Source: an optimization exercise on an open RTL-to-GDS flow (aim: small area, a short achievable clock period and few clock cycles per item). Production flows keep margins and buffers that such runs may drop. Function not checked in this run: the RTL went through the layout flow alone.

--- flow/design.v ---
module Milestone_1 (
		input logic clock,
		input logic resetn,
		input logic start,
		output logic done,
		input logic  [15:0] SRAM_read_data,
		output logic [15:0] SRAM_write_data,
		output logic SRAM_we_n,
		output logic [17:0] SRAM_address
);
localparam S_PEND = 2'd0, S_LO = 2'd1, S_HI = 2'd2, S_DUP = 2'd3;
localparam W_BR = 2'd0, W_GB = 2'd1, W_RG = 2'd2;
typedef struct packed {
	logic       shift;
	logic [1:0] src;
	logic       pend_ld, rdq_ld, yw_ld, qy_hi, qy_lo, evenld, qyt_ld, qu_f, qv_f, b0_ld, xsel, xsel2, xsel3, xsel4;
	logic [1:0] wsel;
	logic       wr, rd_y, yodd, rd_c, cv, fin;
	logic [1:0] cd;
} ctl_t;
function automatic ctl_t decode(input logic [4:0] f, input logic [6:0] kk, input logic last);
	ctl_t d;
	logic k79, k78;
	k79 = (kk == 7'd79);
	k78 = (kk == 7'd78);
	d = '0;
	if (!k79) begin
		case (f)
			5'd1: begin d.shift = 1'b1; d.src = S_PEND; end
			5'd2: begin d.shift = 1'b1; d.src = S_LO; end
			5'd6, 5'd7: begin d.shift = 1'b1; d.src = k78 ? S_DUP : S_HI; end
			default: d.src = S_DUP;
		endcase
	end else begin
		case (f)
			5'd1, 5'd2, 5'd6, 5'd7, 5'd13, 5'd14, 5'd15, 5'd16: begin d.shift = 1'b1; d.src = S_DUP; end
			5'd8, 5'd12, 5'd19, 5'd20: begin d.shift = 1'b1; d.src = S_HI; end
			5'd17: begin d.shift = 1'b1; d.src = S_PEND; end
			5'd18: begin d.shift = 1'b1; d.src = S_LO; end
			default: d.src = S_DUP;
		endcase
	end
	d.pend_ld = (f == 5'd6) || (k79 && (f == 5'd8 || f == 5'd19));
	d.rdq_ld  = (f == 5'd2) || (f == 5'd6) || (k79 && (f == 5'd11 || f == 5'd18 || f == 5'd19));
	d.yw_ld   = (f == 5'd1) || (f == 5'd7) || (k79 && f == 5'd20);
	d.qy_hi   = (f == 5'd4) || (!k79 && f == 5'd9) || (k79 && f == 5'd22);
	d.qy_lo   = (f == 5'd0) || (f == 5'd5);
	d.evenld  = (f == 5'd0) || (f == 5'd5);
	d.qyt_ld  = (f == 5'd0) || (f == 5'd3) || (f == 5'd5) || (f == 5'd8);
	d.qu_f    = (f == 5'd2 || f == 5'd7);
	d.qv_f    = (f == 5'd3 || f == 5'd8);
	d.xsel    = (f == 5'd0) || (f == 5'd2) || (f == 5'd5) || (f == 5'd7) || (k79 && f == 5'd10);
	d.xsel2   = (f == 5'd0) || (f == 5'd2) || (f == 5'd3) || (f == 5'd5) || (f == 5'd7) || (f == 5'd8) || (f == 5'd10);
	d.xsel3   = (f == 5'd0) || (f == 5'd2) || (f == 5'd3) || (f == 5'd5) || (f == 5'd7) || (k79 && f == 5'd10);
	d.xsel4   = (f == 5'd0) || (f == 5'd2) || (f == 5'd5) || (f == 5'd7) || (f == 5'd8) || (f == 5'd10);
	d.b0_ld   = (f == 5'd3) || (f == 5'd8);
	d.wsel    = (f == 5'd2 || f == 5'd7) ? W_RG : (f == 5'd1 || f == 5'd6 || f == 5'd11) ? W_GB : W_BR;
	d.wr      = (f == 5'd0 || f == 5'd1 || f == 5'd2 || f == 5'd5 || f == 5'd6 || f == 5'd7) ||
	            (k79 && last && (f == 5'd10 || f == 5'd11));
	d.rd_y    = k79 ? (f == 5'd17 || f == 5'd21) : (f == 5'd4 || f == 5'd8);
	d.yodd    = (f == 5'd8) || (f == 5'd21);
	d.rd_c    = k79 ? (f == 5'd3 || f == 5'd8 || f == 5'd15 || f == 5'd16 || f == 5'd22) :
	                  ((f == 5'd9 && kk <= 7'd76) || (f == 5'd3 && kk <= 7'd77));
	d.cv      = k79 ? (f == 5'd8 || f == 5'd16) : (f == 5'd3);
	d.cd      = (f == 5'd9 || f == 5'd22) ? 2'd2 : (k79 && (f == 5'd3 || f == 5'd8)) ? 2'd0 : 2'd1;
	d.fin     = k79 && last && (f == 5'd11);
	decode = d;
endfunction
logic        run, pro;
logic [4:0]  fc;
logic [6:0]  k;
logic [14:0] fr;    
logic [16:0] wa;
ctl_t        q;
logic [7:0]  c [0:9];
logic [15:0] rd_q, yw;
logic [7:0]  pend;
logic [8:0]  fa, fbn, fcn;
logic [16:0] fq;
logic [8:0]  qu, qv;
logic [7:0]  qy8;
logic [24:0] qyt;
logic [12:0] xs, xc, gs, gc;
logic        xl, gl;
logic        nx, ng;
logic [7:0]  b0;
wire k79     = (k == 7'd79);
wire lastrow = (fr == 15'd19199);
wire [14:0] fr1 = fr + 15'd1;
wire end_frame = k79 ? (fc == 5'd22) : (fc == 5'd9);
logic [4:0] nfc;
logic [6:0] nk;
always_comb begin
	if (!run || q.fin) begin
		nfc = (start && !run) ? 5'd4 : 5'd3;
		nk  = 7'd79;
	end else if (end_frame) begin
		nfc = 5'd0;
		nk  = k79 ? 7'd0 : k + 7'd1;
	end else begin
		nfc = fc + 5'd1;
		nk  = k;
	end
end
logic [7:0] nsmp;
always_comb begin
	case (q.src)
		S_PEND: nsmp = pend;
		S_LO:   nsmp = rd_q[7:0];
		S_HI:   nsmp = rd_q[15:8];
		default: nsmp = c[8];
	endcase
end
logic [7:0] cn [0:9];
always_comb begin
	for (int i = 0; i < 9; i++) cn[i] = q.shift ? c[i+1] : c[i];
	cn[9] = q.shift ? nsmp : c[9];
end
wire [16:0] fq_w;
m_fq u_fq (.b(fbn), .c(fcn), .o(fq_w));
always_ff @(posedge clock) begin
	q <= decode(nfc, nk, lastrow && run);
	for (int i = 0; i < 10; i++) c[i] <= cn[i];
	fbn <= {1'b0, ~cn[2]} + {1'b0, ~cn[8]};
	fcn <= {1'b0, cn[4]} + {1'b0, cn[6]};
	fa  <= {1'b0, c[0]} + {1'b0, nsmp};
	fq  <= fq_w;
	if (q.pend_ld) pend <= rd_q[7:0];
	if (q.rdq_ld) rd_q <= SRAM_read_data;
	if (q.yw_ld) yw <= SRAM_read_data;
end
wire [16:0] ft;
m_f2 u_f2 (.a(fa), .q(fq), .o(ft));
wire [8:0] fz = ft[16:8];
wire [24:0] ytv;
m_yt u_yt (.y(qy8), .o(ytv));
always_ff @(posedge clock) begin
	if (q.qy_hi) qy8 <= yw[15:8];
	else if (q.qy_lo) qy8 <= yw[7:0];
	if (q.evenld) begin
		qu <= {1'b0, c[4]} + 9'd104;
		qv <= {1'b0, c[5]} + 9'd104;
	end else begin
		if (q.qu_f) qu <= fz;
		if (q.qv_f) qv <= fz;
	end
	if (q.qyt_ld) qyt <= ytv;
end
wire [12:0] xs_w, xc_w, gs_w, gc_w;
wire        xl_w, gl_w;
m_x u_x (.yt(qyt), .zu(qu), .zv(qv), .sel({q.xsel4, q.xsel3, q.xsel2, q.xsel}), .hs(xs_w), .hc(xc_w), .cl(xl_w));
m_g u_g (.yt(qyt), .zu(qu), .zv(qv), .hs(gs_w), .hc(gc_w), .cl(gl_w));
wire nu = (qu < 9'd104);
wire nv = (qv < 9'd104);
always_ff @(posedge clock) begin
	xs <= xs_w; xc <= xc_w; xl <= xl_w;
	gs <= gs_w; gc <= gc_w; gl <= gl_w;
	nx <= q.xsel ? nu : nv;
	ng <= nu | nv;
end
function automatic [7:0] clip(input [12:0] s, input [12:0] cc, input ci, input neg);
	logic [13:0] tt;
	logic [12:0] t;
	tt = {s, 1'b1} + {cc, ci};
	t = tt[13:1];    
	clip = (neg | t[12]) ? 8'd0 : ((|t[11:10]) ? 8'd255 : t[9:2]);
endfunction
wire [7:0] x8 = clip(xs, xc, xl, nx);
wire [7:0] g8 = clip(gs, gc, gl, ng);
wire do_wr = q.wr && !pro && run;
logic [15:0] wdat;
always_comb begin
	case (q.wsel)
		W_RG: wdat = {x8, g8};
		W_GB: wdat = {g8, x8};
		default: wdat = {b0, x8};
	endcase
end
always_ff @(posedge clock) begin
	SRAM_write_data <= wdat;
	if (q.b0_ld) b0 <= x8;
	fc <= nfc;
	k  <= nk;
	if (do_wr) SRAM_address <= {1'b1, wa};
	else if (q.rd_y) SRAM_address <= {2'b0, fr1, q.yodd};
	else SRAM_address <= {1'b0, {2'b0, fr1} + (q.cv ? 17'd57600 : 17'd38400) + {15'd0, q.cd}};
	if (!run || q.fin) begin
		pro <= 1'b1;
		fr  <= 15'h7fff;
		wa  <= 17'd15872;
	end else begin
		if (k == 7'd0 && fc == 5'd1) pro <= 1'b0;
		if (end_frame) fr <= fr1;
		if (do_wr) wa <= wa + 17'd1;
	end
end
always_ff @(posedge clock or negedge resetn) begin
	if (!resetn) begin
		run <= 1'b0;
		done <= 1'b0;
		SRAM_we_n <= 1'b1;
	end else begin
		done <= 1'b0;
		SRAM_we_n <= 1'b1;
		if (!run) begin
			if (start) run <= 1'b1;
		end else begin
			if (do_wr) SRAM_we_n <= 1'b0;
			if (q.fin) begin
				done <= 1'b1;
				run <= 1'b0;
			end
		end
	end
end
endmodule
module m_yt(input logic [7:0] y, output logic [24:0] o);
  wire t1 = y[7] ^ y[5]; wire t2 = y[7] & y[5];
  wire t3 = y[6] ^ y[4]; wire t4 = y[6] & y[4];
  wire t5 = y[7] ^ y[5]; wire t6 = y[7] & y[5];
  wire t7 = y[4] ^ y[2]; wire t8 = y[4] & y[2];
  wire t9 = y[5] ^ y[3] ^ y[1]; wire t10 = (y[5] & y[3]) | (y[5] & y[1]) | (y[3] & y[1]);
  wire t11 = y[6] ^ y[4] ^ y[2]; wire t12 = (y[6] & y[4]) | (y[6] & y[2]) | (y[4] & y[2]);
  wire t13 = y[3] ^ y[0] ^ 1'b1; wire t14 = (y[3] & y[0]) | (y[3] & 1'b1) | (y[0] & 1'b1);
  wire t15 = y[1] ^ 1'b1 ^ t2; wire t16 = (y[1] & 1'b1) | (y[1] & t2) | (1'b1 & t2);
  wire t17 = y[2] ^ 1'b1 ^ t4; wire t18 = (y[2] & 1'b1) | (y[2] & t4) | (1'b1 & t4);
  wire t19 = y[6] ^ y[3] ^ 1'b1; wire t20 = (y[6] & y[3]) | (y[6] & 1'b1) | (y[3] & 1'b1);
  wire t21 = y[7] ^ y[4]; wire t22 = y[7] & y[4];
  wire t23 = y[2] ^ y[0]; wire t24 = y[2] & y[0];
  wire t25 = y[3] ^ y[1] ^ 1'b1; wire t26 = (y[3] & y[1]) | (y[3] & 1'b1) | (y[1] & 1'b1);
  wire t27 = y[0] ^ 1'b1 ^ t7; wire t28 = (y[0] & 1'b1) | (y[0] & t7) | (1'b1 & t7);
  wire t29 = 1'b1 ^ t8 ^ t9; wire t30 = (1'b1 & t8) | (1'b1 & t9) | (t8 & t9);
  wire t31 = 1'b1 ^ t10 ^ t11; wire t32 = (1'b1 & t10) | (1'b1 & t11) | (t10 & t11);
  wire t33 = t1 ^ t12 ^ t13; wire t34 = (t1 & t12) | (t1 & t13) | (t12 & t13);
  wire t35 = t3 ^ t14 ^ t15; wire t36 = (t3 & t14) | (t3 & t15) | (t14 & t15);
  wire t37 = t5 ^ t16 ^ t17; wire t38 = (t5 & t16) | (t5 & t17) | (t16 & t17);
  wire t39 = t6 ^ t18 ^ t19; wire t40 = (t6 & t18) | (t6 & t19) | (t18 & t19);
  wire t41 = 1'b1 ^ t20 ^ t21; wire t42 = (1'b1 & t20) | (1'b1 & t21) | (t20 & t21);
  wire t43 = y[5] ^ 1'b1 ^ t22; wire t44 = (y[5] & 1'b1) | (y[5] & t22) | (1'b1 & t22);
  wire t45 = y[6] ^ 1'b1; wire t46 = y[6] & 1'b1;
  wire t47 = y[7] ^ 1'b1; wire t48 = y[7] & 1'b1;
  wire [24:0] ra = {1'b1, t46, t44, t42, t40, t38, t36, t34, t32, t30, t28, t26, t24, 1'b1, y[1], ~y[7], ~y[6], ~y[5], ~y[4], ~y[3], ~y[2], ~y[1], ~y[0], 1'b0, 1'b0};
  wire [24:0] rb = {t48, t47, t45, t43, t41, t39, t37, t35, t33, t31, t29, t27, t25, t23, 1'b1, y[0], 1'b0, 1'b0, 1'b0, 1'b0, 1'b0, 1'b0, 1'b1, 1'b0, 1'b0};
  assign o = ra + rb;
endmodule
module m_fq(input logic [8:0] b, input logic [8:0] c, output logic [16:0] o);
  wire t1 = b[5] ^ ~b[3]; wire t2 = b[5] & ~b[3];
  wire t3 = b[6] ^ ~b[4]; wire t4 = b[6] & ~b[4];
  wire t5 = b[7] ^ ~b[5]; wire t6 = b[7] & ~b[5];
  wire t7 = b[8] ^ ~b[6]; wire t8 = b[8] & ~b[6];
  wire t9 = b[3] ^ ~b[1]; wire t10 = b[3] & ~b[1];
  wire t11 = b[4] ^ ~b[2] ^ b[0]; wire t12 = (b[4] & ~b[2]) | (b[4] & b[0]) | (~b[2] & b[0]);
  wire t13 = ~c[6] ^ c[1]; wire t14 = ~c[6] & c[1];
  wire t15 = b[1] ^ ~c[7] ^ c[2]; wire t16 = (b[1] & ~c[7]) | (b[1] & c[2]) | (~c[7] & c[2]);
  wire t17 = c[0] ^ 1'b1 ^ t1; wire t18 = (c[0] & 1'b1) | (c[0] & t1) | (1'b1 & t1);
  wire t19 = b[2] ^ ~c[8] ^ c[3]; wire t20 = (b[2] & ~c[8]) | (b[2] & c[3]) | (~c[8] & c[3]);
  wire t21 = c[1] ^ t2 ^ t3; wire t22 = (c[1] & t2) | (c[1] & t3) | (t2 & t3);
  wire t23 = b[3] ^ c[4] ^ c[2]; wire t24 = (b[3] & c[4]) | (b[3] & c[2]) | (c[4] & c[2]);
  wire t25 = 1'b1 ^ t4 ^ t5; wire t26 = (1'b1 & t4) | (1'b1 & t5) | (t4 & t5);
  wire t27 = b[4] ^ c[5] ^ c[3]; wire t28 = (b[4] & c[5]) | (b[4] & c[3]) | (c[5] & c[3]);
  wire t29 = 1'b1 ^ t6 ^ t7; wire t30 = (1'b1 & t6) | (1'b1 & t7) | (t6 & t7);
  wire t31 = ~b[7] ^ b[5] ^ c[6]; wire t32 = (~b[7] & b[5]) | (~b[7] & c[6]) | (b[5] & c[6]);
  wire t33 = c[4] ^ 1'b1 ^ t8; wire t34 = (c[4] & 1'b1) | (c[4] & t8) | (1'b1 & t8);
  wire t35 = ~b[8] ^ b[6] ^ c[7]; wire t36 = (~b[8] & b[6]) | (~b[8] & c[7]) | (b[6] & c[7]);
  wire t37 = c[5] ^ 1'b1; wire t38 = c[5] & 1'b1;
  wire t39 = b[7] ^ c[8]; wire t40 = b[7] & c[8];
  wire t41 = b[2] ^ ~b[0]; wire t42 = b[2] & ~b[0];
  wire t43 = ~c[5] ^ c[0] ^ 1'b1; wire t44 = (~c[5] & c[0]) | (~c[5] & 1'b1) | (c[0] & 1'b1);
  wire t45 = 1'b1 ^ t10 ^ t11; wire t46 = (1'b1 & t10) | (1'b1 & t11) | (t10 & t11);
  wire t47 = t12 ^ t14 ^ t15; wire t48 = (t12 & t14) | (t12 & t15) | (t14 & t15);
  wire t49 = t16 ^ t18 ^ t19; wire t50 = (t16 & t18) | (t16 & t19) | (t18 & t19);
  wire t51 = t20 ^ t22 ^ t23; wire t52 = (t20 & t22) | (t20 & t23) | (t22 & t23);
  wire t53 = t24 ^ t26 ^ t27; wire t54 = (t24 & t26) | (t24 & t27) | (t26 & t27);
  wire t55 = t28 ^ t30 ^ t31; wire t56 = (t28 & t30) | (t28 & t31) | (t30 & t31);
  wire t57 = t32 ^ t34 ^ t35; wire t58 = (t32 & t34) | (t32 & t35) | (t34 & t35);
  wire t59 = c[6] ^ t36 ^ t38; wire t60 = (c[6] & t36) | (c[6] & t38) | (t36 & t38);
  wire t61 = b[8] ^ c[7] ^ 1'b1; wire t62 = (b[8] & c[7]) | (b[8] & 1'b1) | (c[7] & 1'b1);
  wire t63 = b[1] ^ ~c[3]; wire t64 = b[1] & ~c[3];
  wire t65 = ~c[4] ^ 1'b1 ^ t41; wire t66 = (~c[4] & 1'b1) | (~c[4] & t41) | (1'b1 & t41);
  wire t67 = t9 ^ t42 ^ t43; wire t68 = (t9 & t42) | (t9 & t43) | (t42 & t43);
  wire t69 = t13 ^ t44 ^ t45; wire t70 = (t13 & t44) | (t13 & t45) | (t44 & t45);
  wire t71 = t17 ^ t46 ^ t47; wire t72 = (t17 & t46) | (t17 & t47) | (t46 & t47);
  wire t73 = t21 ^ t48 ^ t49; wire t74 = (t21 & t48) | (t21 & t49) | (t48 & t49);
  wire t75 = t25 ^ t50 ^ t51; wire t76 = (t25 & t50) | (t25 & t51) | (t50 & t51);
  wire t77 = t29 ^ t52 ^ t53; wire t78 = (t29 & t52) | (t29 & t53) | (t52 & t53);
  wire t79 = t33 ^ t54 ^ t55; wire t80 = (t33 & t54) | (t33 & t55) | (t54 & t55);
  wire t81 = t37 ^ t56 ^ t57; wire t82 = (t37 & t56) | (t37 & t57) | (t56 & t57);
  wire t83 = t39 ^ t58 ^ t59; wire t84 = (t39 & t58) | (t39 & t59) | (t58 & t59);
  wire t85 = t40 ^ t60 ^ t61; wire t86 = (t40 & t60) | (t40 & t61) | (t60 & t61);
  wire t87 = c[8] ^ 1'b1 ^ t62; wire t88 = (c[8] & 1'b1) | (c[8] & t62) | (1'b1 & t62);
  wire [16:0] ra = {1'b1, t86, t84, t82, t80, t78, t76, t74, t72, t70, t68, t66, t64, 1'b1, b[0], ~c[1], ~c[0]};
  wire [16:0] rb = {t88, t87, t85, t83, t81, t79, t77, t75, t73, t71, t69, t67, t65, t63, ~c[2], 1'b0, 1'b1};
  assign o = ra + rb;
endmodule
module m_f2(input logic [8:0] a, input logic [16:0] q, output logic [16:0] o);
  wire t1 = a[4] ^ a[2]; wire t2 = a[4] & a[2];
  wire t3 = a[5] ^ a[3] ^ a[1]; wire t4 = (a[5] & a[3]) | (a[5] & a[1]) | (a[3] & a[1]);
  wire t5 = a[6] ^ a[4] ^ a[2]; wire t6 = (a[6] & a[4]) | (a[6] & a[2]) | (a[4] & a[2]);
  wire t7 = a[7] ^ a[5] ^ a[3]; wire t8 = (a[7] & a[5]) | (a[7] & a[3]) | (a[5] & a[3]);
  wire t9 = a[8] ^ a[6] ^ a[4]; wire t10 = (a[8] & a[6]) | (a[8] & a[4]) | (a[6] & a[4]);
  wire t11 = a[7] ^ a[5]; wire t12 = a[7] & a[5];
  wire t13 = a[8] ^ a[6]; wire t14 = a[8] & a[6];
  wire t15 = a[2] ^ a[0]; wire t16 = a[2] & a[0];
  wire t17 = a[3] ^ a[1] ^ q[3]; wire t18 = (a[3] & a[1]) | (a[3] & q[3]) | (a[1] & q[3]);
  wire t19 = a[0] ^ q[4] ^ t1; wire t20 = (a[0] & q[4]) | (a[0] & t1) | (q[4] & t1);
  wire t21 = q[5] ^ t2 ^ t3; wire t22 = (q[5] & t2) | (q[5] & t3) | (t2 & t3);
  wire t23 = q[6] ^ t4 ^ t5; wire t24 = (q[6] & t4) | (q[6] & t5) | (t4 & t5);
  wire t25 = q[7] ^ t6 ^ t7; wire t26 = (q[7] & t6) | (q[7] & t7) | (t6 & t7);
  wire t27 = q[8] ^ t8 ^ t9; wire t28 = (q[8] & t8) | (q[8] & t9) | (t8 & t9);
  wire t29 = q[9] ^ t10 ^ t11; wire t30 = (q[9] & t10) | (q[9] & t11) | (t10 & t11);
  wire t31 = q[10] ^ t12 ^ t13; wire t32 = (q[10] & t12) | (q[10] & t13) | (t12 & t13);
  wire t33 = a[7] ^ q[11] ^ t14; wire t34 = (a[7] & q[11]) | (a[7] & t14) | (q[11] & t14);
  wire t35 = a[8] ^ q[12]; wire t36 = a[8] & q[12];
  wire [16:0] ra = {q[16], q[15], q[14], q[13], t34, t32, t30, t28, t26, t24, t22, t20, t18, t16, q[2], a[1], a[0]};
  wire [16:0] rb = {1'b0, 1'b0, 1'b0, t36, t35, t33, t31, t29, t27, t25, t23, t21, t19, t17, t15, q[1], q[0]};
  assign o = ra + rb;
endmodule
module m_x(input logic [24:0] yt, input logic [8:0] zu, input logic [8:0] zv, input logic [3:0] sel, output logic [12:0] hs, output logic [12:0] hc, output logic cl);
  wire t1 = yt[6] ^ (sel[0] ? ~zu[6] : ~zv[6]); wire t2 = yt[6] & (sel[0] ? ~zu[6] : ~zv[6]);
  wire t3 = yt[7] ^ (sel[0] ? ~zu[7] : ~zv[7]) ^ (sel[1] ? ~zu[5] : zv[5]); wire t4 = (yt[7] & (sel[0] ? ~zu[7] : ~zv[7])) | (yt[7] & (sel[1] ? ~zu[5] : zv[5])) | ((sel[0] ? ~zu[7] : ~zv[7]) & (sel[1] ? ~zu[5] : zv[5]));
  wire t5 = (sel[2] ? zu[2] : zv[3]) ^ (sel[3] ? zu[0] : zv[0]); wire t6 = (sel[2] ? zu[2] : zv[3]) & (sel[3] ? zu[0] : zv[0]);
  wire t7 = yt[8] ^ (sel[0] ? ~zu[8] : ~zv[8]) ^ (sel[1] ? ~zu[6] : zv[6]); wire t8 = (yt[8] & (sel[0] ? ~zu[8] : ~zv[8])) | (yt[8] & (sel[1] ? ~zu[6] : zv[6])) | ((sel[0] ? ~zu[8] : ~zv[8]) & (sel[1] ? ~zu[6] : zv[6]));
  wire t9 = (sel[2] ? zu[3] : zv[4]) ^ (sel[3] ? zu[1] : zv[1]) ^ 1'b1; wire t10 = ((sel[2] ? zu[3] : zv[4]) & (sel[3] ? zu[1] : zv[1])) | ((sel[2] ? zu[3] : zv[4]) & 1'b1) | ((sel[3] ? zu[1] : zv[1]) & 1'b1);
  wire t11 = yt[9] ^ (sel[1] ? ~zu[7] : zv[7]) ^ (sel[2] ? zu[4] : zv[5]); wire t12 = (yt[9] & (sel[1] ? ~zu[7] : zv[7])) | (yt[9] & (sel[2] ? zu[4] : zv[5])) | ((sel[1] ? ~zu[7] : zv[7]) & (sel[2] ? zu[4] : zv[5]));
  wire t13 = yt[10] ^ (sel[1] ? ~zu[8] : zv[8]) ^ (sel[2] ? zu[5] : zv[6]); wire t14 = (yt[10] & (sel[1] ? ~zu[8] : zv[8])) | (yt[10] & (sel[2] ? zu[5] : zv[6])) | ((sel[1] ? ~zu[8] : zv[8]) & (sel[2] ? zu[5] : zv[6]));
  wire t15 = yt[11] ^ (sel[2] ? zu[6] : zv[7]) ^ (sel[3] ? zu[4] : zv[4]); wire t16 = (yt[11] & (sel[2] ? zu[6] : zv[7])) | (yt[11] & (sel[3] ? zu[4] : zv[4])) | ((sel[2] ? zu[6] : zv[7]) & (sel[3] ? zu[4] : zv[4]));
  wire t17 = yt[12] ^ (sel[2] ? zu[7] : zv[8]); wire t18 = yt[12] & (sel[2] ? zu[7] : zv[8]);
  wire t19 = yt[13] ^ (sel[2] & zu[8]) ^ (sel[3] ? zu[6] : zv[6]); wire t20 = (yt[13] & (sel[2] & zu[8])) | (yt[13] & (sel[3] ? zu[6] : zv[6])) | ((sel[2] & zu[8]) & (sel[3] ? zu[6] : zv[6]));
  wire t21 = (sel[0] ? zu[3] : ~zv[2]) ^ (~sel[2] & zv[0]); wire t22 = (sel[0] ? zu[3] : ~zv[2]) & (~sel[2] & zv[0]);
  wire t23 = yt[14] ^ (sel[3] ? zu[7] : zv[7]) ^ (sel[0] ? zu[4] : ~zv[3]); wire t24 = (yt[14] & (sel[3] ? zu[7] : zv[7])) | (yt[14] & (sel[0] ? zu[4] : ~zv[3])) | ((sel[3] ? zu[7] : zv[7]) & (sel[0] ? zu[4] : ~zv[3]));
  wire t25 = yt[15] ^ (sel[3] ? zu[8] : zv[8]) ^ (sel[0] ? zu[5] : ~zv[4]); wire t26 = (yt[15] & (sel[3] ? zu[8] : zv[8])) | (yt[15] & (sel[0] ? zu[5] : ~zv[4])) | ((sel[3] ? zu[8] : zv[8]) & (sel[0] ? zu[5] : ~zv[4]));
  wire t27 = (~sel[2] & zv[2]) ^ (~sel[3] & ~zv[0]); wire t28 = (~sel[2] & zv[2]) & (~sel[3] & ~zv[0]);
  wire t29 = yt[16] ^ (sel[0] ? zu[6] : ~zv[5]) ^ (~sel[2] & zv[3]); wire t30 = (yt[16] & (sel[0] ? zu[6] : ~zv[5])) | (yt[16] & (~sel[2] & zv[3])) | ((sel[0] ? zu[6] : ~zv[5]) & (~sel[2] & zv[3]));
  wire t31 = (~sel[3] & ~zv[1]) ^ 1'b1; wire t32 = (~sel[3] & ~zv[1]) & 1'b1;
  wire t33 = yt[17] ^ (sel[0] ? zu[7] : ~zv[6]) ^ (sel[1] ? zu[0] : zv[0]); wire t34 = (yt[17] & (sel[0] ? zu[7] : ~zv[6])) | (yt[17] & (sel[1] ? zu[0] : zv[0])) | ((sel[0] ? zu[7] : ~zv[6]) & (sel[1] ? zu[0] : zv[0]));
  wire t35 = (~sel[2] & zv[4]) ^ (~sel[3] & ~zv[2]) ^ ~sel[0]; wire t36 = ((~sel[2] & zv[4]) & (~sel[3] & ~zv[2])) | ((~sel[2] & zv[4]) & ~sel[0]) | ((~sel[3] & ~zv[2]) & ~sel[0]);
  wire t37 = yt[18] ^ (sel[0] ? zu[8] : ~zv[7]) ^ (sel[1] ? zu[1] : zv[1]); wire t38 = (yt[18] & (sel[0] ? zu[8] : ~zv[7])) | (yt[18] & (sel[1] ? zu[1] : zv[1])) | ((sel[0] ? zu[8] : ~zv[7]) & (sel[1] ? zu[1] : zv[1]));
  wire t39 = (~sel[2] & zv[5]) ^ (~sel[3] & ~zv[3]); wire t40 = (~sel[2] & zv[5]) & (~sel[3] & ~zv[3]);
  wire t41 = yt[19] ^ (~sel[0] & ~zv[8]) ^ (sel[1] ? zu[2] : zv[2]); wire t42 = (yt[19] & (~sel[0] & ~zv[8])) | (yt[19] & (sel[1] ? zu[2] : zv[2])) | ((~sel[0] & ~zv[8]) & (sel[1] ? zu[2] : zv[2]));
  wire t43 = (~sel[2] & zv[6]) ^ (~sel[3] & ~zv[4]) ^ 1'b1; wire t44 = ((~sel[2] & zv[6]) & (~sel[3] & ~zv[4])) | ((~sel[2] & zv[6]) & 1'b1) | ((~sel[3] & ~zv[4]) & 1'b1);
  wire t45 = yt[20] ^ (sel[1] ? zu[3] : zv[3]) ^ (~sel[2] & zv[7]); wire t46 = (yt[20] & (sel[1] ? zu[3] : zv[3])) | (yt[20] & (~sel[2] & zv[7])) | ((sel[1] ? zu[3] : zv[3]) & (~sel[2] & zv[7]));
  wire t47 = (~sel[3] & ~zv[5]) ^ sel[0]; wire t48 = (~sel[3] & ~zv[5]) & sel[0];
  wire t49 = yt[21] ^ (sel[1] ? zu[4] : zv[4]) ^ (~sel[2] & zv[8]); wire t50 = (yt[21] & (sel[1] ? zu[4] : zv[4])) | (yt[21] & (~sel[2] & zv[8])) | ((sel[1] ? zu[4] : zv[4]) & (~sel[2] & zv[8]));
  wire t51 = (~sel[3] & ~zv[6]) ^ ~sel[0]; wire t52 = (~sel[3] & ~zv[6]) & ~sel[0];
  wire t53 = yt[22] ^ (sel[1] ? zu[5] : zv[5]) ^ (~sel[3] & ~zv[7]); wire t54 = (yt[22] & (sel[1] ? zu[5] : zv[5])) | (yt[22] & (~sel[3] & ~zv[7])) | ((sel[1] ? zu[5] : zv[5]) & (~sel[3] & ~zv[7]));
  wire t55 = yt[2] ^ (sel[0] ? ~zu[2] : ~zv[2]); wire t56 = yt[2] & (sel[0] ? ~zu[2] : ~zv[2]);
  wire t57 = yt[3] ^ (sel[0] ? ~zu[3] : ~zv[3]) ^ (sel[1] ? ~zu[1] : zv[1]); wire t58 = (yt[3] & (sel[0] ? ~zu[3] : ~zv[3])) | (yt[3] & (sel[1] ? ~zu[1] : zv[1])) | ((sel[0] ? ~zu[3] : ~zv[3]) & (sel[1] ? ~zu[1] : zv[1]));
  wire t59 = yt[4] ^ (sel[0] ? ~zu[4] : ~zv[4]) ^ (sel[1] ? ~zu[2] : zv[2]); wire t60 = (yt[4] & (sel[0] ? ~zu[4] : ~zv[4])) | (yt[4] & (sel[1] ? ~zu[2] : zv[2])) | ((sel[0] ? ~zu[4] : ~zv[4]) & (sel[1] ? ~zu[2] : zv[2]));
  wire t61 = yt[5] ^ (sel[0] ? ~zu[5] : ~zv[5]) ^ (sel[1] ? ~zu[3] : zv[3]); wire t62 = (yt[5] & (sel[0] ? ~zu[5] : ~zv[5])) | (yt[5] & (sel[1] ? ~zu[3] : zv[3])) | ((sel[0] ? ~zu[5] : ~zv[5]) & (sel[1] ? ~zu[3] : zv[3]));
  wire t63 = (sel[1] ? ~zu[4] : zv[4]) ^ (sel[2] ? zu[1] : zv[2]) ^ sel[0]; wire t64 = ((sel[1] ? ~zu[4] : zv[4]) & (sel[2] ? zu[1] : zv[2])) | ((sel[1] ? ~zu[4] : zv[4]) & sel[0]) | ((sel[2] ? zu[1] : zv[2]) & sel[0]);
  wire t65 = sel[0] ^ t2 ^ t3; wire t66 = (sel[0] & t2) | (sel[0] & t3) | (t2 & t3);
  wire t67 = t4 ^ t6 ^ t7; wire t68 = (t4 & t6) | (t4 & t7) | (t6 & t7);
  wire t69 = (sel[3] ? zu[2] : zv[2]) ^ t8 ^ t10; wire t70 = ((sel[3] ? zu[2] : zv[2]) & t8) | ((sel[3] ? zu[2] : zv[2]) & t10) | (t8 & t10);
  wire t71 = (sel[3] ? zu[3] : zv[3]) ^ (sel[0] & zu[0]) ^ t12; wire t72 = ((sel[3] ? zu[3] : zv[3]) & (sel[0] & zu[0])) | ((sel[3] ? zu[3] : zv[3]) & t12) | ((sel[0] & zu[0]) & t12);
  wire t73 = (sel[0] ? zu[1] : ~zv[0]) ^ sel[0] ^ t14; wire t74 = ((sel[0] ? zu[1] : ~zv[0]) & sel[0]) | ((sel[0] ? zu[1] : ~zv[0]) & t14) | (sel[0] & t14);
  wire t75 = (sel[3] ? zu[5] : zv[5]) ^ (sel[0] ? zu[2] : ~zv[1]) ^ t16; wire t76 = ((sel[3] ? zu[5] : zv[5]) & (sel[0] ? zu[2] : ~zv[1])) | ((sel[3] ? zu[5] : zv[5]) & t16) | ((sel[0] ? zu[2] : ~zv[1]) & t16);
  wire t77 = 1'b1 ^ t18 ^ t19; wire t78 = (1'b1 & t18) | (1'b1 & t19) | (t18 & t19);
  wire t79 = (~sel[2] & zv[1]) ^ t20 ^ t22; wire t80 = ((~sel[2] & zv[1]) & t20) | ((~sel[2] & zv[1]) & t22) | (t20 & t22);
  wire t81 = ~sel[0] ^ t24 ^ t25; wire t82 = (~sel[0] & t24) | (~sel[0] & t25) | (t24 & t25);
  wire t83 = t26 ^ t28 ^ t29; wire t84 = (t26 & t28) | (t26 & t29) | (t28 & t29);
  wire t85 = t30 ^ t32 ^ t33; wire t86 = (t30 & t32) | (t30 & t33) | (t32 & t33);
  wire t87 = t34 ^ t36 ^ t37; wire t88 = (t34 & t36) | (t34 & t37) | (t36 & t37);
  wire t89 = t38 ^ t40 ^ t41; wire t90 = (t38 & t40) | (t38 & t41) | (t40 & t41);
  wire t91 = t42 ^ t44 ^ t45; wire t92 = (t42 & t44) | (t42 & t45) | (t44 & t45);
  wire t93 = t46 ^ t48 ^ t49; wire t94 = (t46 & t48) | (t46 & t49) | (t48 & t49);
  wire t95 = ~sel[0] ^ t50 ^ t52; wire t96 = (~sel[0] & t50) | (~sel[0] & t52) | (t50 & t52);
  wire t97 = yt[23] ^ (sel[1] ? zu[6] : zv[6]) ^ (~sel[3] & ~zv[8]); wire t98 = (yt[23] & (sel[1] ? zu[6] : zv[6])) | (yt[23] & (~sel[3] & ~zv[8])) | ((sel[1] ? zu[6] : zv[6]) & (~sel[3] & ~zv[8]));
  wire t99 = yt[24] ^ (sel[1] ? zu[7] : zv[7]); wire t100 = yt[24] & (sel[1] ? zu[7] : zv[7]);
  wire t101 = yt[0] ^ (sel[0] ? ~zu[0] : ~zv[0]); wire t102 = yt[0] & (sel[0] ? ~zu[0] : ~zv[0]);
  wire t103 = yt[1] ^ (sel[0] ? ~zu[1] : ~zv[1]); wire t104 = yt[1] & (sel[0] ? ~zu[1] : ~zv[1]);
  wire t105 = (sel[1] ? ~zu[0] : zv[0]) ^ sel[0] ^ t55; wire t106 = ((sel[1] ? ~zu[0] : zv[0]) & sel[0]) | ((sel[1] ? ~zu[0] : zv[0]) & t55) | (sel[0] & t55);
  wire t107 = 1'b1 ^ t56 ^ t57; wire t108 = (1'b1 & t56) | (1'b1 & t57) | (t56 & t57);
  wire t109 = (~sel[2] & zv[0]) ^ t58 ^ t59; wire t110 = ((~sel[2] & zv[0]) & t58) | ((~sel[2] & zv[0]) & t59) | (t58 & t59);
  wire t111 = (sel[2] ? zu[0] : zv[1]) ^ t60 ^ t61; wire t112 = ((sel[2] ? zu[0] : zv[1]) & t60) | ((sel[2] ? zu[0] : zv[1]) & t61) | (t60 & t61);
  wire t113 = t1 ^ t62 ^ t63; wire t114 = (t1 & t62) | (t1 & t63) | (t62 & t63);
  wire t115 = t5 ^ t64 ^ t65; wire t116 = (t5 & t64) | (t5 & t65) | (t64 & t65);
  wire t117 = t9 ^ t66 ^ t67; wire t118 = (t9 & t66) | (t9 & t67) | (t66 & t67);
  wire t119 = t11 ^ t68 ^ t69; wire t120 = (t11 & t68) | (t11 & t69) | (t68 & t69);
  wire t121 = t13 ^ t70 ^ t71; wire t122 = (t13 & t70) | (t13 & t71) | (t70 & t71);
  wire t123 = t15 ^ t72 ^ t73; wire t124 = (t15 & t72) | (t15 & t73) | (t72 & t73);
  wire t125 = t17 ^ t74 ^ t75; wire t126 = (t17 & t74) | (t17 & t75) | (t74 & t75);
  wire t127 = t21 ^ t76 ^ t77; wire t128 = (t21 & t76) | (t21 & t77) | (t76 & t77);
  wire t129 = t23 ^ t78 ^ t79; wire t130 = (t23 & t78) | (t23 & t79) | (t78 & t79);
  wire t131 = t27 ^ t80 ^ t81; wire t132 = (t27 & t80) | (t27 & t81) | (t80 & t81);
  wire t133 = t31 ^ t82 ^ t83; wire t134 = (t31 & t82) | (t31 & t83) | (t82 & t83);
  wire t135 = t35 ^ t84 ^ t85; wire t136 = (t35 & t84) | (t35 & t85) | (t84 & t85);
  wire t137 = t39 ^ t86 ^ t87; wire t138 = (t39 & t86) | (t39 & t87) | (t86 & t87);
  wire t139 = t43 ^ t88 ^ t89; wire t140 = (t43 & t88) | (t43 & t89) | (t88 & t89);
  wire t141 = t47 ^ t90 ^ t91; wire t142 = (t47 & t90) | (t47 & t91) | (t90 & t91);
  wire t143 = t51 ^ t92 ^ t93; wire t144 = (t51 & t92) | (t51 & t93) | (t92 & t93);
  wire t145 = t53 ^ t94 ^ t95; wire t146 = (t53 & t94) | (t53 & t95) | (t94 & t95);
  wire t147 = t54 ^ t96 ^ t97; wire t148 = (t54 & t96) | (t54 & t97) | (t96 & t97);
  wire t149 = ~sel[0] ^ t98 ^ t99; wire t150 = (~sel[0] & t98) | (~sel[0] & t99) | (t98 & t99);
  wire t151 = (sel[1] ? zu[8] : zv[8]) ^ sel[0] ^ t100; wire t152 = ((sel[1] ? zu[8] : zv[8]) & sel[0]) | ((sel[1] ? zu[8] : zv[8]) & t100) | (sel[0] & t100);
  wire [26:0] ra = {1'b1, t150, t148, t146, t144, t142, t140, t138, t136, t134, t132, t130, t128, t126, t124, t122, t120, t118, t116, t114, t112, t110, t108, t106, t104, t102, 1'b1};
  wire [26:0] rb = {t152, t151, t149, t147, t145, t143, t141, t139, t137, t135, t133, t131, t129, t127, t125, t123, t121, t119, t117, t115, t113, t111, t109, t107, t105, t103, t101};
  wire [14:0] lsum = {1'b0, ra[13:0]} + {1'b0, rb[13:0]};
  assign cl = lsum[14];
  assign hs = ra[26:14];
  assign hc = rb[26:14];
endmodule
module m_g(input logic [24:0] yt, input logic [8:0] zu, input logic [8:0] zv, output logic [12:0] hs, output logic [12:0] hc, output logic cl);
  wire t1 = yt[15] ^ ~zu[5]; wire t2 = yt[15] & ~zu[5];
  wire t3 = yt[16] ^ ~zu[6] ^ zu[3]; wire t4 = (yt[16] & ~zu[6]) | (yt[16] & zu[3]) | (~zu[6] & zu[3]);
  wire t5 = ~zu[1] ^ ~zv[4]; wire t6 = ~zu[1] & ~zv[4];
  wire t7 = yt[17] ^ ~zu[7] ^ zu[4]; wire t8 = (yt[17] & ~zu[7]) | (yt[17] & zu[4]) | (~zu[7] & zu[4]);
  wire t9 = ~zu[2] ^ ~zv[5]; wire t10 = ~zu[2] & ~zv[5];
  wire t11 = yt[18] ^ ~zu[8] ^ zu[5]; wire t12 = (yt[18] & ~zu[8]) | (yt[18] & zu[5]) | (~zu[8] & zu[5]);
  wire t13 = ~zu[3] ^ ~zv[6] ^ zv[4]; wire t14 = (~zu[3] & ~zv[6]) | (~zu[3] & zv[4]) | (~zv[6] & zv[4]);
  wire t15 = yt[19] ^ zu[6] ^ ~zu[4]; wire t16 = (yt[19] & zu[6]) | (yt[19] & ~zu[4]) | (zu[6] & ~zu[4]);
  wire t17 = ~zv[7] ^ zv[5]; wire t18 = ~zv[7] & zv[5];
  wire t19 = yt[20] ^ zu[7] ^ ~zu[5]; wire t20 = (yt[20] & zu[7]) | (yt[20] & ~zu[5]) | (zu[7] & ~zu[5]);
  wire t21 = ~zv[8] ^ zv[6]; wire t22 = ~zv[8] & zv[6];
  wire t23 = yt[21] ^ zu[8]; wire t24 = yt[21] & zu[8];
  wire t25 = yt[5] ^ zu[2] ^ ~zu[0]; wire t26 = (yt[5] & zu[2]) | (yt[5] & ~zu[0]) | (zu[2] & ~zu[0]);
  wire t27 = yt[6] ^ zu[3] ^ ~zu[1]; wire t28 = (yt[6] & zu[3]) | (yt[6] & ~zu[1]) | (zu[3] & ~zu[1]);
  wire t29 = yt[7] ^ zu[4] ^ ~zu[2]; wire t30 = (yt[7] & zu[4]) | (yt[7] & ~zu[2]) | (zu[4] & ~zu[2]);
  wire t31 = yt[8] ^ zu[5] ^ ~zu[3]; wire t32 = (yt[8] & zu[5]) | (yt[8] & ~zu[3]) | (zu[5] & ~zu[3]);
  wire t33 = yt[9] ^ zu[6] ^ ~zu[4]; wire t34 = (yt[9] & zu[6]) | (yt[9] & ~zu[4]) | (zu[6] & ~zu[4]);
  wire t35 = yt[10] ^ zu[7] ^ ~zu[5]; wire t36 = (yt[10] & zu[7]) | (yt[10] & ~zu[5]) | (zu[7] & ~zu[5]);
  wire t37 = ~zu[0] ^ ~zv[5]; wire t38 = ~zu[0] & ~zv[5];
  wire t39 = yt[11] ^ zu[8] ^ ~zu[6]; wire t40 = (yt[11] & zu[8]) | (yt[11] & ~zu[6]) | (zu[8] & ~zu[6]);
  wire t41 = ~zu[1] ^ ~zv[6]; wire t42 = ~zu[1] & ~zv[6];
  wire t43 = yt[12] ^ ~zu[7] ^ ~zu[2]; wire t44 = (yt[12] & ~zu[7]) | (yt[12] & ~zu[2]) | (~zu[7] & ~zu[2]);
  wire t45 = ~zv[7] ^ ~zv[0]; wire t46 = ~zv[7] & ~zv[0];
  wire t47 = yt[13] ^ ~zu[8] ^ ~zu[3]; wire t48 = (yt[13] & ~zu[8]) | (yt[13] & ~zu[3]) | (~zu[8] & ~zu[3]);
  wire t49 = zu[0] ^ ~zv[8] ^ ~zv[1]; wire t50 = (zu[0] & ~zv[8]) | (zu[0] & ~zv[1]) | (~zv[8] & ~zv[1]);
  wire t51 = yt[14] ^ ~zu[4] ^ zu[1]; wire t52 = (yt[14] & ~zu[4]) | (yt[14] & zu[1]) | (~zu[4] & zu[1]);
  wire t53 = ~zv[2] ^ zv[0] ^ 1'b1; wire t54 = (~zv[2] & zv[0]) | (~zv[2] & 1'b1) | (zv[0] & 1'b1);
  wire t55 = zu[2] ^ ~zu[0] ^ ~zv[3]; wire t56 = (zu[2] & ~zu[0]) | (zu[2] & ~zv[3]) | (~zu[0] & ~zv[3]);
  wire t57 = zv[1] ^ 1'b1 ^ t1; wire t58 = (zv[1] & 1'b1) | (zv[1] & t1) | (1'b1 & t1);
  wire t59 = zv[2] ^ ~zv[0] ^ 1'b1; wire t60 = (zv[2] & ~zv[0]) | (zv[2] & 1'b1) | (~zv[0] & 1'b1);
  wire t61 = t2 ^ t3 ^ t5; wire t62 = (t2 & t3) | (t2 & t5) | (t3 & t5);
  wire t63 = zv[3] ^ ~zv[1] ^ t4; wire t64 = (zv[3] & ~zv[1]) | (zv[3] & t4) | (~zv[1] & t4);
  wire t65 = t6 ^ t7 ^ t9; wire t66 = (t6 & t7) | (t6 & t9) | (t7 & t9);
  wire t67 = ~zv[2] ^ 1'b1 ^ t8; wire t68 = (~zv[2] & 1'b1) | (~zv[2] & t8) | (1'b1 & t8);
  wire t69 = t10 ^ t11 ^ t13; wire t70 = (t10 & t11) | (t10 & t13) | (t11 & t13);
  wire t71 = ~zv[3] ^ 1'b1 ^ t12; wire t72 = (~zv[3] & 1'b1) | (~zv[3] & t12) | (1'b1 & t12);
  wire t73 = t14 ^ t15 ^ t17; wire t74 = (t14 & t15) | (t14 & t17) | (t15 & t17);
  wire t75 = ~zv[4] ^ 1'b1 ^ t16; wire t76 = (~zv[4] & 1'b1) | (~zv[4] & t16) | (1'b1 & t16);
  wire t77 = t18 ^ t19 ^ t21; wire t78 = (t18 & t19) | (t18 & t21) | (t19 & t21);
  wire t79 = ~zu[6] ^ zv[7] ^ ~zv[5]; wire t80 = (~zu[6] & zv[7]) | (~zu[6] & ~zv[5]) | (zv[7] & ~zv[5]);
  wire t81 = t20 ^ t22 ^ t23; wire t82 = (t20 & t22) | (t20 & t23) | (t22 & t23);
  wire t83 = yt[22] ^ ~zu[7] ^ zv[8]; wire t84 = (yt[22] & ~zu[7]) | (yt[22] & zv[8]) | (~zu[7] & zv[8]);
  wire t85 = ~zv[6] ^ 1'b1 ^ t24; wire t86 = (~zv[6] & 1'b1) | (~zv[6] & t24) | (1'b1 & t24);
  wire t87 = yt[23] ^ ~zu[8] ^ ~zv[7]; wire t88 = (yt[23] & ~zu[8]) | (yt[23] & ~zv[7]) | (~zu[8] & ~zv[7]);
  wire t89 = yt[3] ^ zu[0]; wire t90 = yt[3] & zu[0];
  wire t91 = yt[4] ^ zu[1]; wire t92 = yt[4] & zu[1];
  wire t93 = ~zv[5] ^ ~zv[0] ^ 1'b1; wire t94 = (~zv[5] & ~zv[0]) | (~zv[5] & 1'b1) | (~zv[0] & 1'b1);
  wire t95 = ~zv[6] ^ ~zv[1] ^ t26; wire t96 = (~zv[6] & ~zv[1]) | (~zv[6] & t26) | (~zv[1] & t26);
  wire t97 = ~zv[7] ^ ~zv[2] ^ t28; wire t98 = (~zv[7] & ~zv[2]) | (~zv[7] & t28) | (~zv[2] & t28);
  wire t99 = ~zv[8] ^ ~zv[3] ^ t30; wire t100 = (~zv[8] & ~zv[3]) | (~zv[8] & t30) | (~zv[3] & t30);
  wire t101 = ~zv[4] ^ 1'b1 ^ t32; wire t102 = (~zv[4] & 1'b1) | (~zv[4] & t32) | (1'b1 & t32);
  wire t103 = 1'b1 ^ t34 ^ t35; wire t104 = (1'b1 & t34) | (1'b1 & t35) | (t34 & t35);
  wire t105 = t36 ^ t38 ^ t39; wire t106 = (t36 & t38) | (t36 & t39) | (t38 & t39);
  wire t107 = t40 ^ t42 ^ t43; wire t108 = (t40 & t42) | (t40 & t43) | (t42 & t43);
  wire t109 = t44 ^ t46 ^ t47; wire t110 = (t44 & t46) | (t44 & t47) | (t46 & t47);
  wire t111 = t48 ^ t50 ^ t51; wire t112 = (t48 & t50) | (t48 & t51) | (t50 & t51);
  wire t113 = t52 ^ t54 ^ t55; wire t114 = (t52 & t54) | (t52 & t55) | (t54 & t55);
  wire t115 = t56 ^ t58 ^ t59; wire t116 = (t56 & t58) | (t56 & t59) | (t58 & t59);
  wire t117 = t60 ^ t62 ^ t63; wire t118 = (t60 & t62) | (t60 & t63) | (t62 & t63);
  wire t119 = t64 ^ t66 ^ t67; wire t120 = (t64 & t66) | (t64 & t67) | (t66 & t67);
  wire t121 = t68 ^ t70 ^ t71; wire t122 = (t68 & t70) | (t68 & t71) | (t70 & t71);
  wire t123 = t72 ^ t74 ^ t75; wire t124 = (t72 & t74) | (t72 & t75) | (t74 & t75);
  wire t125 = t76 ^ t78 ^ t79; wire t126 = (t76 & t78) | (t76 & t79) | (t78 & t79);
  wire t127 = t80 ^ t82 ^ t83; wire t128 = (t80 & t82) | (t80 & t83) | (t82 & t83);
  wire t129 = 1'b1 ^ t84 ^ t86; wire t130 = (1'b1 & t84) | (1'b1 & t86) | (t84 & t86);
  wire t131 = yt[24] ^ ~zv[8] ^ 1'b1; wire t132 = (yt[24] & ~zv[8]) | (yt[24] & 1'b1) | (~zv[8] & 1'b1);
  wire t133 = yt[0] ^ ~zv[0]; wire t134 = yt[0] & ~zv[0];
  wire t135 = yt[1] ^ ~zv[1]; wire t136 = yt[1] & ~zv[1];
  wire t137 = yt[2] ^ ~zv[2]; wire t138 = yt[2] & ~zv[2];
  wire t139 = ~zv[3] ^ 1'b1 ^ t89; wire t140 = (~zv[3] & 1'b1) | (~zv[3] & t89) | (1'b1 & t89);
  wire t141 = ~zv[4] ^ t90 ^ t91; wire t142 = (~zv[4] & t90) | (~zv[4] & t91) | (t90 & t91);
  wire t143 = t25 ^ t92 ^ t93; wire t144 = (t25 & t92) | (t25 & t93) | (t92 & t93);
  wire t145 = t27 ^ t94 ^ t95; wire t146 = (t27 & t94) | (t27 & t95) | (t94 & t95);
  wire t147 = t29 ^ t96 ^ t97; wire t148 = (t29 & t96) | (t29 & t97) | (t96 & t97);
  wire t149 = t31 ^ t98 ^ t99; wire t150 = (t31 & t98) | (t31 & t99) | (t98 & t99);
  wire t151 = t33 ^ t100 ^ t101; wire t152 = (t33 & t100) | (t33 & t101) | (t100 & t101);
  wire t153 = t37 ^ t102 ^ t103; wire t154 = (t37 & t102) | (t37 & t103) | (t102 & t103);
  wire t155 = t41 ^ t104 ^ t105; wire t156 = (t41 & t104) | (t41 & t105) | (t104 & t105);
  wire t157 = t45 ^ t106 ^ t107; wire t158 = (t45 & t106) | (t45 & t107) | (t106 & t107);
  wire t159 = t49 ^ t108 ^ t109; wire t160 = (t49 & t108) | (t49 & t109) | (t108 & t109);
  wire t161 = t53 ^ t110 ^ t111; wire t162 = (t53 & t110) | (t53 & t111) | (t110 & t111);
  wire t163 = t57 ^ t112 ^ t113; wire t164 = (t57 & t112) | (t57 & t113) | (t112 & t113);
  wire t165 = t61 ^ t114 ^ t115; wire t166 = (t61 & t114) | (t61 & t115) | (t114 & t115);
  wire t167 = t65 ^ t116 ^ t117; wire t168 = (t65 & t116) | (t65 & t117) | (t116 & t117);
  wire t169 = t69 ^ t118 ^ t119; wire t170 = (t69 & t118) | (t69 & t119) | (t118 & t119);
  wire t171 = t73 ^ t120 ^ t121; wire t172 = (t73 & t120) | (t73 & t121) | (t120 & t121);
  wire t173 = t77 ^ t122 ^ t123; wire t174 = (t77 & t122) | (t77 & t123) | (t122 & t123);
  wire t175 = t81 ^ t124 ^ t125; wire t176 = (t81 & t124) | (t81 & t125) | (t124 & t125);
  wire t177 = t85 ^ t126 ^ t127; wire t178 = (t85 & t126) | (t85 & t127) | (t126 & t127);
  wire t179 = t87 ^ t128 ^ t129; wire t180 = (t87 & t128) | (t87 & t129) | (t128 & t129);
  wire t181 = t88 ^ t130 ^ t131; wire t182 = (t88 & t130) | (t88 & t131) | (t130 & t131);
  wire [26:0] ra = {1'b1, t132, t180, t178, t176, t174, t172, t170, t168, t166, t164, t162, t160, t158, t156, t154, t152, t150, t148, t146, t144, t142, t140, t138, t136, t134, 1'b1};
  wire [26:0] rb = {1'b0, t182, t181, t179, t177, t175, t173, t171, t169, t167, t165, t163, t161, t159, t157, t155, t153, t151, t149, t147, t145, t143, t141, t139, t137, t135, t133};
  wire [14:0] lsum = {1'b0, ra[13:0]} + {1'b0, rb[13:0]};
  assign cl = lsum[14];
  assign hs = ra[26:14];
  assign hc = rb[26:14];
endmodule
--- flow/flow/run.sh ---
#!/bin/bash
# Standard ORFS layout, with timing repair aiming below the clock period
# (setup repair margin 7.5 ns on the 11 ns clock).
set -e
export SETUP_SLACK_MARGIN=7.5
bash standard.sh > standard.log 2>&1
--- flow/standard.sh ---
#!/bin/bash
# synth_recipe.tcl (not shown) runs the flow's synth.tcl, then flattens the netlist and writes it again
# the make line also repeats each setting of config.mk as NAME=value (left out here)
make -C /OpenROAD-flow-scripts/flow DESIGN_CONFIG=/design/flow/config.mk WORK_HOME=/design/flow/orfs CLKGATE_MAP_FILE= SYNTH_SCRIPT=/design/flow/synth_recipe.tcl "${@:-finish}"
--- flow/config.mk ---
export PLATFORM = sky130hd
export DESIGN_NAME = Milestone_1
export DESIGN_NICKNAME = Milestone_1
export VERILOG_FILES = /design/flow/design.v
export SDC_FILE = /design/flow/constraint.sdc
export NUM_CORES = 4
export LEC_CHECK = 0
export CAP_MARGIN = 20
export CORE_MARGIN = 2
export CORE_UTILIZATION = 55
export CTS_BUF_LIST = sky130_fd_sc_hd__clkbuf_8 sky130_fd_sc_hd__clkbuf_16
export CTS_CLUSTER_DIAMETER = 80
export CTS_CLUSTER_SIZE = 16
export SLEW_MARGIN = 20
--- flow/constraint.sdc ---
create_clock -name core_clock -period 11.0 [get_ports {clock}]
set_input_delay 2.2000 -clock core_clock [delete_from_list [all_inputs] [get_ports {clock}]]
set_output_delay 2.2000 -clock core_clock [all_outputs]
set_load 0.01 [all_outputs]
==> notes.md <==
[worst register-to-register path, cell delays in order (launching register included)]
cell and delay, ns:
edfxtp_1 0.66, nand2_1 0.15, o21ai_1 0.14, fa_1 0.47, fa_1 0.37, inv_1 0.08, fa_1 0.42, ha_1 0.28
or3_1 0.33, o21ai_0 0.08, a21oi_1 0.07, a31oi_1 0.21, o21ai_0 0.11
[kinds of logic (layout without fill, tap and decap cells)]
| logic type | after synthesis | after routing |
|---|---|---|
| xor gates and xnor gates | 122 | 122 |
| muxes | 85 | 85 |
| buffers and inverters | 452 | 552 |
| AOI/OAI and AO/OA | 371 | 371 |
| and+or+nand+nor | 492 | 492 |
| adders and majority gates | 381 | 381 |
| DFF | 380 | 380 |
[layer usage]
metal / global-route usage (%) / vias up / wire length, um
met3: 3.69 / 87 / 2310
met5: 1.00 / - / 58
met1: 33.3 / 7948 / 24500
met4: 7.19 / 2 / 1630
met2: 43.5 / 313 / 27900
li1: - / 7839 / -
[sequential cells by signal (all words and copies together) (netlist names), 8 cells and up]
signal,flops
wa,17
fcn,9
gc,12
c,80
fq,17
xc,13
fbn,9
b0,8
SRAM_address,18
yw,16
qv,9
xs,12
q,24
SRAM_write_data,16
qyt,23
qu,9
rd_q,16
qy8,8
fa,9
fr,15
pend,8
gs,12
[what timing repair did]
item,CTS,global route
gates resized for setup,84,65
pin swaps,10,23
buffers inserted,16,27
endpoints found under the setup margin,83,44
gates cloned,0,0
[cells in the final DEF (no fill, tap or decap), drive strengths merged, types with 10 or more instances in the layout]
| cell type | count |
|---|---|
| nand2b | 18 |
| dfxtp | 232 |
| inv | 408 |
| o31ai | 14 |
| o21a | 17 |
| nand3 | 49 |
| buf | 50 |
| dlygate4sd2 | 35 |
| o21ai | 78 |
| edfxtp | 145 |
| a211oi | 16 |
| a31oi | 13 |
| nor2b | 11 |
| a211o | 10 |
| nand4 | 17 |
| clkdlybuf4s50 | 17 |
| xnor2 | 74 |
| a21oi | 94 |
| mux2i | 47 |
| or3 | 12 |
| nand2 | 145 |
| xor2 | 48 |
| fa | 169 |
| and3 | 14 |
| ha | 212 |
| mux2 | 30 |
| nor3 | 37 |
| o211ai | 12 |
| clkbuf | 33 |
| a21o | 38 |
| nor2 | 134 |
[through the flow]
stage | setup slack (ns) | util (%) | instance area, sq um | hold slack, ns
after floorplan | 7.45 | - | 23800 | 0.344
final | 7.50 | 61.7 | 26400 | 0.409
after global routing | 7.30 | 61.7 | 26400 | 0.406
after global placement | 6.35 | 58.0 | 24800 | 0.392
after CTS | 7.33 | 60.7 | 26000 | 0.401
after detailed placement | 6.38 | 58.0 | 24800 | 0.393
[worst min-delay path by stage]
stage,start,to,depth (start not counted)
finish,fcn[0],fq[0],0
global route,fcn[0],fq[0],0
CTS,fcn[0],fq[0],0
detailed placement,fcn[0],fq[0],0
global placement,fcn[0],fq[0],0
floorplan,fcn[0],fq[0],0
[cell type report]
type | instances | area share, %
clock buffers | 33 | 3.04
clock inverters | 22 | 0.464
inverters | 394 | 5.64
multi-input cells | 1451 | 50.5
flip-flops and latches | 380 | 34.5
well taps | 546 | 2.59
repair buffers | 103 | 3.28
==> results.toml <==
[routing]
firstDrtPassIters = 5
wl_per_cell_um = 19.2
via_count = 16189
wirelength_um = 56300
antenna_left = 0
drt_iter0_markers = 1009
drc_errors = 0
vias_per_cell = 5.53

[floorplanning]
rows = 76
core_area_sq_um = 42800
die-area_sq_um = 44800
die_h_um = 212
ios = 55
dieWidth_um = 212
start_util_pct = 55.4

[worst_setup_path]
reg2reg_to = "xl"
crit_required_ns = 11.46
crit_slowest_cell = "edfxtp_1"
r2r-start = "qv[7]"
cp_slowest_stage_delay_ns = 0.66
critical_path_class = "flip-flop to flip-flop"
worstPathCellList = "nand2_1 -> o21ai_1 -> fa_1 -> fa_1 -> inv_1 -> fa_1 -> ha_1 -> or3_1 -> o21ai_0 -> a21oi_1 -> a31oi_1 -> o21ai_0"
arrival_ns = 3.97
reg2reg_slack_ns = 7.50
crit_path_frequent_cell = "fa_1"
cp_top_family = "adder cells"
crit_fanout = 7
endpoint = "xl"
crit_buf_inv = 1
reg2reg_depth = 12
cp-end-kind = "flip-flop"
cp_num_cells = 12
crit_start = "qv[7]"
startpoint_type = "flip-flop"

[run_status]
status = "finished clean"

[global_routing]
antenna_found_initial = 0
gr-total-overflow = 0
grt_usage_pct = 25.3
grt_max_degree = 74
grt_first_pass_wirelength_um = 87600
grt_pass1_vias = 16295

[synthesis]
synth_top_area_cell = "dfxtp_1"
syn_avg_cell_area_sq_um = 10.4
syn-num-nets = 2683
synth_async_sr_flop_share_pct = 0.789
synthAdderAreaFrac_pct = 25.5
syn_inst = 2283
syn-cell-area_sq_um = 23700
synth-xor-area-share_pct = 4.51
synth_edf_count = 145
synthSimpleGateAreaFrac_pct = 10.1
yosys-top-cells-count = "inv_1, dfxtp_1, ha_1, fa_1"
ys_ff_latch = 380
yosys_warnings = 3
synth_top_family_by_area = "adder cells"
synth_compound_area_share_pct = 10.3
synth.top_cell.area_share_pct = 19.6
yosys-top-cells-area = "dfxtp_1, edfxtp_1, fa_1"
synth_ff_type = "dfxtp_1"
synth.distinct_cells = 83
synth_mux_area_share_pct = 4.17
synth.most_common_cell = "inv_1"
ys_seq_area_share_pct = 38.3

[clock_tree]
cts.path.max_buffers = 3
clock_latency_ns = 0.59
cts_made_buffers = 30
cts_sinks = 380
htreeDepth = 1
clk_pin_slew_worst_paths_ns = 0.07
ctsRootBufferMaster = "clkbuf_16"
hold_buffers = 0
cts_tree = "yes"

[finish]
fillers = 3604
areaGrowthSynthToFinish_pct = 11.4
diodes = 0
finalNetCount = 2760
multiInputGateArea_sq_um = 13300
seq_area_sq_um = 9110
drive_above_1_share_pct = 10.3
layout.cells.non_filler = 2929

[min_path]
hp-class = "flip-flop to flip-flop"

[placed_design]
dp_hpwl_um = 43000
gp_congestion = 0.902
dp_cells = 2831
io_buffers = 54

[sta]
fin_skew_ns = 0.0147
setup_tns_ns = 0
max_slew_margin_pct = 35.8
post-route-min-period_ns = 3.50
hold_viol_final = 0
timing.fmax_mhz = 286
setup_viol = 0
slew_viol_final = 0
rsz0062_at_grt = "yes"
worst_pin_slew_ns = 0.963
post-route-period-util_pct = 31.8

[flow_run]
maxCapViolCount = 0

[re-timing with driven ports]
No port has a modelled driver above. Below, the same layout with a new extraction and two added sets of constraints. Step 1 assumes that a clkbuf_16 drives the clock port and a buf_2 every other input. Step 2 also shifts input and output timing later by t, the mid clock arrival at the registers, as if the neighbouring blocks saw the same clock. Three values: no drivers, after step 1, after step 2; two values: the first two.
t, ns: 0.647
setup WS [ns]: 7.499 / 7.499 / 7.028
slew at the worst register clock pin (ns): 0.08 / 0.08
pins driven straight from the clock port: 1
After both steps setup and hold are still met in this run. The setup slack of this run moves by 0.000 ns with the drivers and by -0.471 ns with both steps.
